This is an optimization exercise on Yosys and OpenROAD, whose aim is small area and a short achievable clock period, not a production implementation. At most, simulation tests tie the RTL to the original design; equivalence was not proved. The flow treats the clock pin as an ideal source. Dropping or thinning the clock tree relies on that and would not hold on a real chip. Power and IR drop assume default switching activity.

==> inputs of garnet <==
==> flow/design.v <==
`default_nettype	none
module rxuart(i_clk, i_reset, i_uart_rx, o_wr, o_data, o_nl);
	parameter	CLOCKS_PER_BAUD = 24;
	localparam	CW = 6;	 
	localparam	[3:0]	IDLE      = 4'h0;
	localparam	[3:0]	BIT_ZERO  = 4'h1;
	localparam	[3:0]	STOP_BIT  = 4'h9;
	input	wire		i_clk;
	input	wire		i_reset;
	input	wire		i_uart_rx;
	output	reg		o_wr;
	output	reg	[7:0]	o_data;
	output	reg		o_nl;	 
	reg	[3:0]		state;
	reg	[CW-1:0]	baud_counter;
	wire			zero_baud_counter = (baud_counter == 0);
	reg		ck_uart, q_uart;
	always @(posedge i_clk)
	if (i_reset)
		{ ck_uart, q_uart } <= 2'b11;
	else
		{ ck_uart, q_uart } <= { q_uart, i_uart_rx };
	always @(posedge i_clk)
	if (i_reset)
	begin
		state <= IDLE;
		baud_counter <= 0;
	end else if (state == IDLE)
	begin
		if (!ck_uart)
		begin
			state <= BIT_ZERO;
			baud_counter <= CLOCKS_PER_BAUD+CLOCKS_PER_BAUD/2-1;
		end
	end else if (zero_baud_counter)
	begin
		if (state == STOP_BIT)
			state <= IDLE;
		else begin
			state <= state + 1'b1;
			baud_counter <= CLOCKS_PER_BAUD-1;
		end
	end else
		baud_counter <= baud_counter - 1'b1;
	always @(posedge i_clk)
	if (zero_baud_counter && state != STOP_BIT)
		o_data <= { ck_uart, o_data[7:1] };
	always @(posedge i_clk)
		o_nl <= (o_data == 8'h0a) || (o_data == 8'h0d);
	always @(posedge i_clk)
	if (i_reset)
		o_wr <= 1'b0;
	else
		o_wr <= (zero_baud_counter && state == STOP_BIT);
endmodule
`default_nettype	none
module sfifo(i_clk, i_reset, i_wr, i_data, i_nl, o_fill, o_ne, o_full,
		i_rd, o_data, o_nl);
	input	wire		i_clk;
	input	wire		i_reset;
	input	wire		i_wr;	 
	input	wire	[7:0]	i_data;
	input	wire		i_nl;	 
	output	reg	[8:0]	o_fill;
	output	reg		o_ne;	 
	output	wire		o_full;
	input	wire		i_rd;	 
	output	reg	[7:0]	o_data;
	output	reg		o_nl;	 
	assign	o_full = o_fill[8];
	wire	fill_is1 = (o_fill == 9'd1);
	wire	fill_is0 = !o_ne;
	wire	[8:0]	fill_inc = o_fill + 1'b1;
	wire	[8:0]	fill_dec = o_fill - 1'b1;
	always @(posedge i_clk)
	if (i_reset)
		o_fill <= 0;
	else if (i_wr && !i_rd)
		o_fill <= fill_inc;
	else if (!i_wr && i_rd)
		o_fill <= fill_dec;
	always @(posedge i_clk)
	if (i_reset)
		o_ne <= 1'b0;
	else if (i_wr)
		o_ne <= 1'b1;
	else if (i_rd && fill_is1)
		o_ne <= 1'b0;
	reg	[7:0]	wl, tg;
	always @(posedge i_clk)
	if (i_reset)
		wl <= 8'hff;
	else if (i_wr)
		wl <= wl + 1'b1;
	always @(posedge i_clk)
	if (i_reset)
		tg <= 8'h01;
	else if (i_rd)
		tg <= tg + 1'b1;
	reg	[6:0]	pos;
	wire	[6:0]	pos_inc = pos + 1'b1;
	always @(posedge i_clk)
		pos <= pos_inc;
	reg		pend_v;
	reg	[7:0]	pend_d;
	reg		pend_nl;
	reg		commit0, commit1;
	wire		commit = commit0 || commit1;
	wire		wmatch = !i_wr && pend_v && (pos_inc == wl[7:1]);
	always @(posedge i_clk)
	if (i_reset)
	begin
		commit0 <= 1'b0;
		commit1 <= 1'b0;
	end else begin
		commit0 <= wmatch && !wl[0];
		commit1 <= wmatch &&  wl[0];
	end
	always @(posedge i_clk)
	if (i_reset)
		pend_v <= 1'b0;
	else if (i_wr)
		pend_v <= 1'b1;
	else if (commit)
		pend_v <= 1'b0;
	always @(posedge i_clk)
	if (i_wr)
		{ pend_nl, pend_d } <= { i_nl, i_data };
	reg	[1023:0]	ring0, ring1;
	wire	[7:0]	port0 = commit0 ? pend_d : ring0[1023:1016];
	wire	[7:0]	port1 = commit1 ? pend_d : ring1[1023:1016];
	always @(posedge i_clk)
	begin
		ring0 <= { ring0[1015:0], port0 };
		ring1 <= { ring1[1015:0], port1 };
	end
	reg		ring0_nl, ring1_nl;
	always @(posedge i_clk)
	begin
		ring0_nl <= (ring0[1015:1008] == 8'h0a) || (ring0[1015:1008] == 8'h0d);
		ring1_nl <= (ring1[1015:1008] == 8'h0a) || (ring1[1015:1008] == 8'h0d);
	end
	wire	port0_nl = commit0 ? pend_nl : ring0_nl;
	wire	port1_nl = commit1 ? pend_nl : ring1_nl;
	reg	[7:0]	nxt;
	reg		nxt_nl, nxt_v;
	reg		fetch;
	wire	[7:0]	fetch_d  = tg[0] ? port1 : port0;
	wire		fetch_nl = tg[0] ? port1_nl : port0_nl;
	wire		wr_head = i_wr && (i_rd ? fill_is1 : fill_is0);
	wire		wr_nxt  = i_wr && !i_rd && fill_is1;
	always @(posedge i_clk)
	if (wr_head)
		{ o_nl, o_data } <= { i_nl, i_data };
	else if (i_rd)
		{ o_nl, o_data } <= { nxt_nl, nxt };
	always @(posedge i_clk)
	if (wr_nxt)
		{ nxt_nl, nxt } <= { i_nl, i_data };
	else if (fetch)
		{ nxt_nl, nxt } <= { fetch_nl, fetch_d };
	always @(posedge i_clk)
	if (i_reset)
		fetch <= 1'b0;
	else
		fetch <= !i_rd && !wr_nxt && !fetch && !nxt_v
				&& (pos_inc == tg[7:1]);
	always @(posedge i_clk)
	if (i_reset)
		nxt_v <= 1'b0;
	else if (wr_nxt)
		nxt_v <= 1'b1;
	else if (i_rd)
		nxt_v <= 1'b0;
	else if (fetch)
		nxt_v <= 1'b1;
endmodule
`default_nettype	none
module txuart(i_clk, i_reset, i_wr, i_data, o_uart_tx, o_busy);
	parameter	CLOCKS_PER_BAUD = 24;
	localparam	CW = 5;	 
	input	wire		i_clk;
	input	wire		i_reset;
	input	wire		i_wr;
	input	wire	[7:0]	i_data;
	output	wire		o_uart_tx;
	output	reg		o_busy;
	localparam [3:0] START	= 4'h0,
		LAST		= 4'h8,
		IDLE		= 4'hf;
	reg	[CW-1:0]	counter;
	reg	[3:0]	state;
	reg	[8:0]	lcl_data;
	reg		baud_stb;
	wire	start = i_wr && !o_busy;
	always @(posedge i_clk)
	if (i_reset)
		{ o_busy, state } <= { 1'b0, IDLE };
	else if (start)
		{ o_busy, state } <= { 1'b1, START };
	else if (baud_stb)
	begin
		if (state == IDLE)
			o_busy <= 1'b0;
		else if (state < LAST)
			state <= state + 1'b1;
		else
			state <= IDLE;
	end
	always @(posedge i_clk)
	if (i_reset)
		lcl_data <= 9'h1ff;
	else if (start)
		lcl_data <= { i_data, 1'b0 };
	else if (baud_stb)
		lcl_data <= { 1'b1, lcl_data[8:1] };
	assign	o_uart_tx = lcl_data[0];
	always @(posedge i_clk)
	if (i_reset)
	begin
		counter  <= 0;
		baud_stb <= 1'b1;
	end else if (start)
	begin
		counter  <= CLOCKS_PER_BAUD - 1;
		baud_stb <= 1'b0;
	end else if (!baud_stb)
	begin
		baud_stb <= (counter == 1);
		counter  <= counter - 1'b1;
	end else if (state != IDLE)
	begin
		counter <= CLOCKS_PER_BAUD - 1;
		baud_stb <= 1'b0;
	end
endmodule
`default_nettype	none
module	linetest(i_clk, i_reset, i_uart_rx, o_uart_tx);
	parameter 		CLOCKS_PER_BAUD = 24;
	input	wire		i_clk;
	input	wire		i_reset;
	input	wire		i_uart_rx;
	output	wire		o_uart_tx;
	wire		rx_stb, rx_nl, tx_busy, fifo_ne, fifo_full, head_nl;
	wire	[7:0]	rx_data, tx_data;
	wire	[8:0]	fifo_fill;
	reg	[7:0]	line_count;
	reg		run_tx;
	rxuart	#(.CLOCKS_PER_BAUD(CLOCKS_PER_BAUD))
		receiver(i_clk, i_reset, i_uart_rx, rx_stb, rx_data, rx_nl);
	wire	tx_stb  = run_tx && fifo_ne;
	wire	fifo_rd = tx_stb && !tx_busy;
	wire	fifo_wr = rx_stb && !fifo_full;
	sfifo	fifo(i_clk, i_reset, fifo_wr, rx_data, rx_nl, fifo_fill,
			fifo_ne, fifo_full, fifo_rd, tx_data, head_nl);
	wire		fill_ge80 = fifo_fill >= 9'd80;
	wire	[7:0]	count_dec = line_count - 1'b1;
	wire		count_is1 = (line_count == 8'd1);
	always @(posedge i_clk)
	if (i_reset)
	begin
		run_tx <= 1'b0;
		line_count <= 0;
	end else if (rx_stb && rx_nl)
	begin
		run_tx <= 1'b1;
		line_count <= fifo_fill[7:0];
	end else if (!run_tx)
	begin
		if (fill_ge80)
		begin
			run_tx <= 1'b1;
			line_count <= 80;
		end else if (fifo_ne && head_nl)
		begin
			run_tx <= 1'b1;
			line_count <= 1;
		end
	end else if (fifo_rd) begin
		line_count <= count_dec;
		if (count_is1)
			run_tx <= 0;
	end
	txuart	#(.CLOCKS_PER_BAUD(CLOCKS_PER_BAUD))
		transmitter(i_clk, i_reset, tx_stb, tx_data, o_uart_tx, tx_busy);
endmodule
==> flow/flow/run.sh <==
#!/bin/bash
# The standard layout (standard.sh), except for the clock tree: in
# place of TritonCTS, flow/pre_cts.tcl builds a two-level tree of
# clkbuf_16s (four roots on the clock port, each driving the leaf buffers
# of its quarter; each leaf drives a compact cluster of at most 30
# flip-flops). The rest of the CTS step (legalisation, timing repair) and
# every other step are ORFS's own.
set -euo pipefail
export PRE_CTS_TCL="$PWD/flow/pre_cts.tcl"
bash standard.sh > standard.log 2>&1
==> flow/flow/pre_cts.tcl <==
# Sourced by ORFS's cts.tcl (PRE_CTS_TCL) just before clock_tree_synthesis.
# Build a two-level clock tree by hand: leaf clkbuf_16s driving compact
# clusters of flip-flops, and NROOT root clkbuf_16s on the clock port.
proc mt_split {items k} {
  # items: list of {name x y}; split into k spatially compact groups
  if {$k <= 1} { return [list $items] }
  set xs [lmap i $items {lindex $i 1}]
  set ys [lmap i $items {lindex $i 2}]
  set w [expr {[tcl::mathfunc::max {*}$xs] - [tcl::mathfunc::min {*}$xs]}]
  set h [expr {[tcl::mathfunc::max {*}$ys] - [tcl::mathfunc::min {*}$ys]}]
  set idx [expr {$w >= $h ? 1 : 2}]
  set s [lsort -integer -index $idx $items]
  set k1 [expr {$k / 2}]
  set n1 [expr {int(round(double([llength $s]) * $k1 / $k))}]
  return [concat [mt_split [lrange $s 0 [expr {$n1 - 1}]] $k1] \
                 [mt_split [lrange $s $n1 end] [expr {$k - $k1}]]]
}
proc mt_centroid {items} {
  set sx 0; set sy 0
  foreach i $items { set sx [expr {$sx + [lindex $i 1]}]; set sy [expr {$sy + [lindex $i 2]}] }
  set n [llength $items]
  return [list [expr {$sx / $n}] [expr {$sy / $n}]]
}
proc mt_build {clkport leafsize nroot bufcell rootcell} {
  set db [ord::get_db]
  set block [ord::get_db_block]
  set bmaster [$db findMaster $bufcell]
  set rmaster [$db findMaster $rootcell]
  set bterm [$block findBTerm $clkport]
  set clknet [$bterm getNet]
  set sinks {}
  foreach it [$clknet getITerms] {
    set inst [$it getInst]
    set bb [$inst getBBox]
    lappend sinks [list $it [expr {([$bb xMin] + [$bb xMax]) / 2}] [expr {([$bb yMin] + [$bb yMax]) / 2}]]
  }
  set n [llength $sinks]
  set k [expr {int(ceil(double($n) / $leafsize))}]
  puts "MYTREE sinks $n leaves $k roots $nroot"
  set leaves {}
  set li 0
  foreach grp [mt_split $sinks $k] {
    lassign [mt_centroid $grp] cx cy
    set inst [odb::dbInst_create $block $bmaster "clkleaf_$li"]
    $inst setLocation [expr {int($cx)}] [expr {int($cy)}]
    $inst setPlacementStatus PLACED
    set net [odb::dbNet_create $block "clknet_leaf_$li"]
    $net setSigType CLOCK
    [$inst findITerm X] connect $net
    foreach s $grp {
      set it [lindex $s 0]
      $it disconnect
      $it connect $net
    }
    lappend leaves [list $inst $cx $cy]
    incr li
  }
  set ri 0
  foreach grp [mt_split $leaves $nroot] {
    lassign [mt_centroid $grp] cx cy
    set inst [odb::dbInst_create $block $rmaster "clkroot_$ri"]
    $inst setLocation [expr {int($cx)}] [expr {int($cy)}]
    $inst setPlacementStatus PLACED
    set net [odb::dbNet_create $block "clknet_root_$ri"]
    $net setSigType CLOCK
    [$inst findITerm X] connect $net
    foreach s $grp { [[lindex $s 0] findITerm A] connect $net }
    [$inst findITerm A] connect $clknet
    incr ri
  }
  $clknet setSigType CLOCK
}

mt_build i_clk 30 4 sky130_fd_sc_hd__clkbuf_16 sky130_fd_sc_hd__clkbuf_16

# The tree is built: cts.tcl's clock_tree_synthesis call only has to
# switch the timer to propagated clocks.
rename clock_tree_synthesis ""
proc clock_tree_synthesis {args} {
  set_propagated_clock [all_clocks]
}
==> flow/standard.sh <==
#!/bin/bash
# synth_recipe.tcl (not shown) runs the flow's synth.tcl, then flattens the netlist and writes it again
# the make line also repeats each setting of config.mk as NAME=value (left out here)
make -C /OpenROAD-flow-scripts/flow DESIGN_CONFIG=/design/flow/config.mk WORK_HOME=/design/flow/orfs CLKGATE_MAP_FILE= SYNTH_SCRIPT=/design/flow/synth_recipe.tcl "${@:-finish}"
==> flow/config.mk <==
export PLATFORM = sky130hd
export DESIGN_NAME = linetest
export DESIGN_NICKNAME = linetest
export VERILOG_FILES = /design/flow/design.v
export SDC_FILE = /design/flow/constraint.sdc
export NUM_CORES = 4
export LEC_CHECK = 0
export CAP_MARGIN = 20
export CORE_MARGIN = 2
export CORE_UTILIZATION = 70
export CTS_CLUSTER_DIAMETER = 60
export CTS_CLUSTER_SIZE = 30
export PLACE_DENSITY = 0.8
export SETUP_SLACK_MARGIN = 3.0
export SLEW_MARGIN = 20
==> flow/constraint.sdc <==
create_clock -name core_clock -period 5.0 [get_ports {i_clk}]
set_input_delay 1.0000 -clock core_clock [delete_from_list [all_inputs] [get_ports {i_clk}]]
set_output_delay 1.0000 -clock core_clock [all_outputs]
set_load 0.01 [all_outputs]
==> lagoon (differences from garnet) <==
--- a/flow/design.v
+++ b/flow/design.v
@@ -98,24 +98,13 @@
 	else if (i_rd)
 		tg <= tg + 1'b1;
 	reg	[6:0]	pos;
-	wire	[6:0]	pos_inc = pos + 1'b1;
-	always @(posedge i_clk)
-		pos <= pos_inc;
+	always @(posedge i_clk)
+		pos <= pos + 1'b1;
 	reg		pend_v;
 	reg	[7:0]	pend_d;
-	reg		pend_nl;
-	reg		commit0, commit1;
-	wire		commit = commit0 || commit1;
-	wire		wmatch = !i_wr && pend_v && (pos_inc == wl[7:1]);
-	always @(posedge i_clk)
-	if (i_reset)
-	begin
-		commit0 <= 1'b0;
-		commit1 <= 1'b0;
-	end else begin
-		commit0 <= wmatch && !wl[0];
-		commit1 <= wmatch &&  wl[0];
-	end
+	wire		commit  = pend_v && (pos == wl[7:1]);
+	wire		commit0 = commit && !wl[0];
+	wire		commit1 = commit &&  wl[0];
 	always @(posedge i_clk)
 	if (i_reset)
 		pend_v <= 1'b0;
@@ -125,7 +114,7 @@
 		pend_v <= 1'b0;
 	always @(posedge i_clk)
 	if (i_wr)
-		{ pend_nl, pend_d } <= { i_nl, i_data };
+		pend_d <= i_data;
 	reg	[1023:0]	ring0, ring1;
 	wire	[7:0]	port0 = commit0 ? pend_d : ring0[1023:1016];
 	wire	[7:0]	port1 = commit1 ? pend_d : ring1[1023:1016];
@@ -134,19 +123,10 @@
 		ring0 <= { ring0[1015:0], port0 };
 		ring1 <= { ring1[1015:0], port1 };
 	end
-	reg		ring0_nl, ring1_nl;
-	always @(posedge i_clk)
-	begin
-		ring0_nl <= (ring0[1015:1008] == 8'h0a) || (ring0[1015:1008] == 8'h0d);
-		ring1_nl <= (ring1[1015:1008] == 8'h0a) || (ring1[1015:1008] == 8'h0d);
-	end
-	wire	port0_nl = commit0 ? pend_nl : ring0_nl;
-	wire	port1_nl = commit1 ? pend_nl : ring1_nl;
 	reg	[7:0]	nxt;
 	reg		nxt_nl, nxt_v;
-	reg		fetch;
-	wire	[7:0]	fetch_d  = tg[0] ? port1 : port0;
-	wire		fetch_nl = tg[0] ? port1_nl : port0_nl;
+	wire		fetch = !nxt_v && (pos == tg[7:1]);
+	wire	[7:0]	fetch_d = tg[0] ? port1 : port0;
 	wire		wr_head = i_wr && (i_rd ? fill_is1 : fill_is0);
 	wire		wr_nxt  = i_wr && !i_rd && fill_is1;
 	always @(posedge i_clk)
@@ -158,13 +138,8 @@
 	if (wr_nxt)
 		{ nxt_nl, nxt } <= { i_nl, i_data };
 	else if (fetch)
-		{ nxt_nl, nxt } <= { fetch_nl, fetch_d };
-	always @(posedge i_clk)
-	if (i_reset)
-		fetch <= 1'b0;
-	else
-		fetch <= !i_rd && !wr_nxt && !fetch && !nxt_v
-				&& (pos_inc == tg[7:1]);
+		{ nxt_nl, nxt } <= { (fetch_d == 8'h0a) || (fetch_d == 8'h0d),
+					fetch_d };
 	always @(posedge i_clk)
 	if (i_reset)
 		nxt_v <= 1'b0;
==> flow/run.sh (new file) <==
#!/bin/bash
# synth_recipe.tcl (not shown) runs the flow's synth.tcl, then flattens the netlist and writes it again
# the make line also repeats each setting of config.mk as NAME=value (left out here)
make -C /OpenROAD-flow-scripts/flow DESIGN_CONFIG=/design/flow/config.mk WORK_HOME=/design/flow/orfs CLKGATE_MAP_FILE= SYNTH_SCRIPT=/design/flow/synth_recipe.tcl finish
--- a/flow/config.mk
+++ b/flow/config.mk
@@ -11,5 +11,5 @@
 export CTS_CLUSTER_DIAMETER = 60
 export CTS_CLUSTER_SIZE = 30
 export PLACE_DENSITY = 0.8
-export SETUP_SLACK_MARGIN = 3.0
+export SETUP_SLACK_MARGIN = 2.5
 export SLEW_MARGIN = 20
removed: flow/flow/run.sh
removed: flow/flow/pre_cts.tcl
removed: flow/standard.sh
==> nickel (differences from garnet) <==
--- a/flow/design.v
+++ b/flow/design.v
@@ -1,5 +1,5 @@
 `default_nettype	none
-module rxuart(i_clk, i_reset, i_uart_rx, o_wr, o_data, o_nl);
+module rxuart(i_clk, i_reset, i_uart_rx, o_wr, o_data, o_nl, o_wr_next);
 	parameter	CLOCKS_PER_BAUD = 24;
 	localparam	CW = 6;	 
 	localparam	[3:0]	IDLE      = 4'h0;
@@ -10,6 +10,7 @@
 	input	wire		i_uart_rx;
 	output	reg		o_wr;
 	output	reg	[7:0]	o_data;
+	output	wire		o_wr_next;	 
 	output	reg		o_nl;	 
 	reg	[3:0]		state;
 	reg	[CW-1:0]	baud_counter;
@@ -51,7 +52,8 @@
 	if (i_reset)
 		o_wr <= 1'b0;
 	else
-		o_wr <= (zero_baud_counter && state == STOP_BIT);
+		o_wr <= o_wr_next;
+	assign	o_wr_next = zero_baud_counter && (state == STOP_BIT);
 endmodule
 `default_nettype	none
 module sfifo(i_clk, i_reset, i_wr, i_data, i_nl, o_fill, o_ne, o_full,
@@ -176,15 +178,16 @@
 		nxt_v <= 1'b1;
 endmodule
 `default_nettype	none
-module txuart(i_clk, i_reset, i_wr, i_data, o_uart_tx, o_busy);
+module txuart(i_clk, i_reset, i_start, i_data, o_uart_tx, o_busy, o_done);
 	parameter	CLOCKS_PER_BAUD = 24;
 	localparam	CW = 5;	 
 	input	wire		i_clk;
 	input	wire		i_reset;
-	input	wire		i_wr;
+	input	wire		i_start;	 
 	input	wire	[7:0]	i_data;
 	output	wire		o_uart_tx;
 	output	reg		o_busy;
+	output	wire		o_done;	 
 	localparam [3:0] START	= 4'h0,
 		LAST		= 4'h8,
 		IDLE		= 4'hf;
@@ -192,7 +195,8 @@
 	reg	[3:0]	state;
 	reg	[8:0]	lcl_data;
 	reg		baud_stb;
-	wire	start = i_wr && !o_busy;
+	wire	start = i_start;
+	assign	o_done = baud_stb && (state == IDLE);
 	always @(posedge i_clk)
 	if (i_reset)
 		{ o_busy, state } <= { 1'b0, IDLE };
@@ -241,21 +245,34 @@
 	input	wire		i_reset;
 	input	wire		i_uart_rx;
 	output	wire		o_uart_tx;
-	wire		rx_stb, rx_nl, tx_busy, fifo_ne, fifo_full, head_nl;
+	wire		rx_stb, rx_nl, rx_stb_next, tx_busy, tx_done,
+			fifo_ne, fifo_full, head_nl;
 	wire	[7:0]	rx_data, tx_data;
 	wire	[8:0]	fifo_fill;
 	reg	[7:0]	line_count;
 	reg		run_tx;
 	rxuart	#(.CLOCKS_PER_BAUD(CLOCKS_PER_BAUD))
-		receiver(i_clk, i_reset, i_uart_rx, rx_stb, rx_data, rx_nl);
-	wire	tx_stb  = run_tx && fifo_ne;
-	wire	fifo_rd = tx_stb && !tx_busy;
-	wire	fifo_wr = rx_stb && !fifo_full;
-	sfifo	fifo(i_clk, i_reset, fifo_wr, rx_data, rx_nl, fifo_fill,
-			fifo_ne, fifo_full, fifo_rd, tx_data, head_nl);
+		receiver(i_clk, i_reset, i_uart_rx, rx_stb, rx_data, rx_nl,
+			rx_stb_next);
 	wire		fill_ge80 = fifo_fill >= 9'd80;
 	wire	[7:0]	count_dec = line_count - 1'b1;
 	wire		count_is1 = (line_count == 8'd1);
+	reg	fifo_rd, fifo_wr;
+	always @(posedge i_clk)
+	if (i_reset)
+	begin
+		fifo_rd <= 1'b0;
+		fifo_wr <= 1'b0;
+	end else begin
+		fifo_rd <= !fifo_rd
+			&& ((rx_stb && rx_nl) || run_tx || fill_ge80
+				|| (fifo_ne && head_nl))
+			&& (fifo_wr || fifo_ne)
+			&& !(tx_busy && !tx_done);
+		fifo_wr <= rx_stb_next && !(fifo_full && !fifo_rd);
+	end
+	sfifo	fifo(i_clk, i_reset, fifo_wr, rx_data, rx_nl, fifo_fill,
+			fifo_ne, fifo_full, fifo_rd, tx_data, head_nl);
 	always @(posedge i_clk)
 	if (i_reset)
 	begin
@@ -282,5 +299,6 @@
 			run_tx <= 0;
 	end
 	txuart	#(.CLOCKS_PER_BAUD(CLOCKS_PER_BAUD))
-		transmitter(i_clk, i_reset, tx_stb, tx_data, o_uart_tx, tx_busy);
+		transmitter(i_clk, i_reset, fifo_rd, tx_data, o_uart_tx, tx_busy,
+			tx_done);
 endmodule
==> qor summary <==
item	lagoon	garnet	nickel
Outcome	finished clean	finished clean	finished clean
Net Sw Frac	20.2%	19.2%	19.2%
Sequential element share of the synthesized area	93.5%	93.1%	93.2%
Post-synthesis share of cell area spent on and, or, nand and nor gates	2.59%	2.45%	2.29%
Initial cell density of the core	70.7%	71.1%	71.0%
Part of the power in registers	66.9%	69.7%	69.8%
Mapped Nets	2,650	2,679	2,679
Slew @ Worst Pin	0.846 ns	0.822 ns	0.545 ns
Power spent charging and discharging nets	5.26 mW	4.81 mW	4.79 mW
Pin count of the biggest net entering global routing	39	71	48
Cts repair resizes	5	19	12
Post-CTS setup buffer count	1	11	3
Worst-path maximum fanout	8	5	2
Sequential cell area	43,600 sq um	43,700 sq um	43,800 sq um
Clock-pin transition on the worst setup and hold timing paths	0.11 ns	0.12 ns	0.11 ns
P_int	20.8 mW	20.2 mW	20.2 mW
Mean routed wirelength per cell	18.8 microns	19.6 microns	18.6 microns
Total of flip-flops plus latches after synthesis	2,160	2,166	2,168
Length of routed met2 wiring	33,700 microns	36,900 microns	34,000 microns
Longest individual stage delay on the worst path	0.39 ns	0.53 ns	0.36 ns
Clock network power consumption	8.38 mW	7.34 mW	7.39 mW
Cell type of the slowest stage on the worst timing path	dfxtp_4	or4b_4	dfxtp_2
Final worst slack	2.55 ns	3.00 ns	2.98 ns
The RTL of lagoon and nickel was laid out without a check of its function. The clock cells of garnet and nickel come from the design's own scripts or RTL, not from TritonCTS.

==> port drivers added, routing unchanged <==
In the flow no input, the clock included, has a driving cell. The finished layouts below were timed again as built, in two steps.
Step 1 sets driving cells, clkbuf_16 on the clock port and buf_2 on the other inputs (assumed; they add their load-dependent delay and slew).
Step 2 adds t to the input delays and takes it off the output delays; t is the mean of the earliest and latest rising clock arrival at the registers after step 1. Input paths then give back, and output paths get back, about the clock's delay inside the block.
a / b / c = no drivers / after step 1 / after step 2; a / b = the first two.
| run | t (ns) | setup slack, ns | worst setup path after step 2 |
|---|---|---|---|
| garnet | 0.639 | 2.999 / 2.882 / 2.711 | input to register |
| lagoon | 0.714 | 2.553 / 2.553 / 2.532 | input to register |
| nickel | 0.641 | 2.977 / 2.844 / 2.467 | input to register |
After both steps setup and hold are still met in every run listed. For nickel, which loses most, drivers alone change the setup slack by -0.133 ns; drivers and shift together by -0.510 ns.
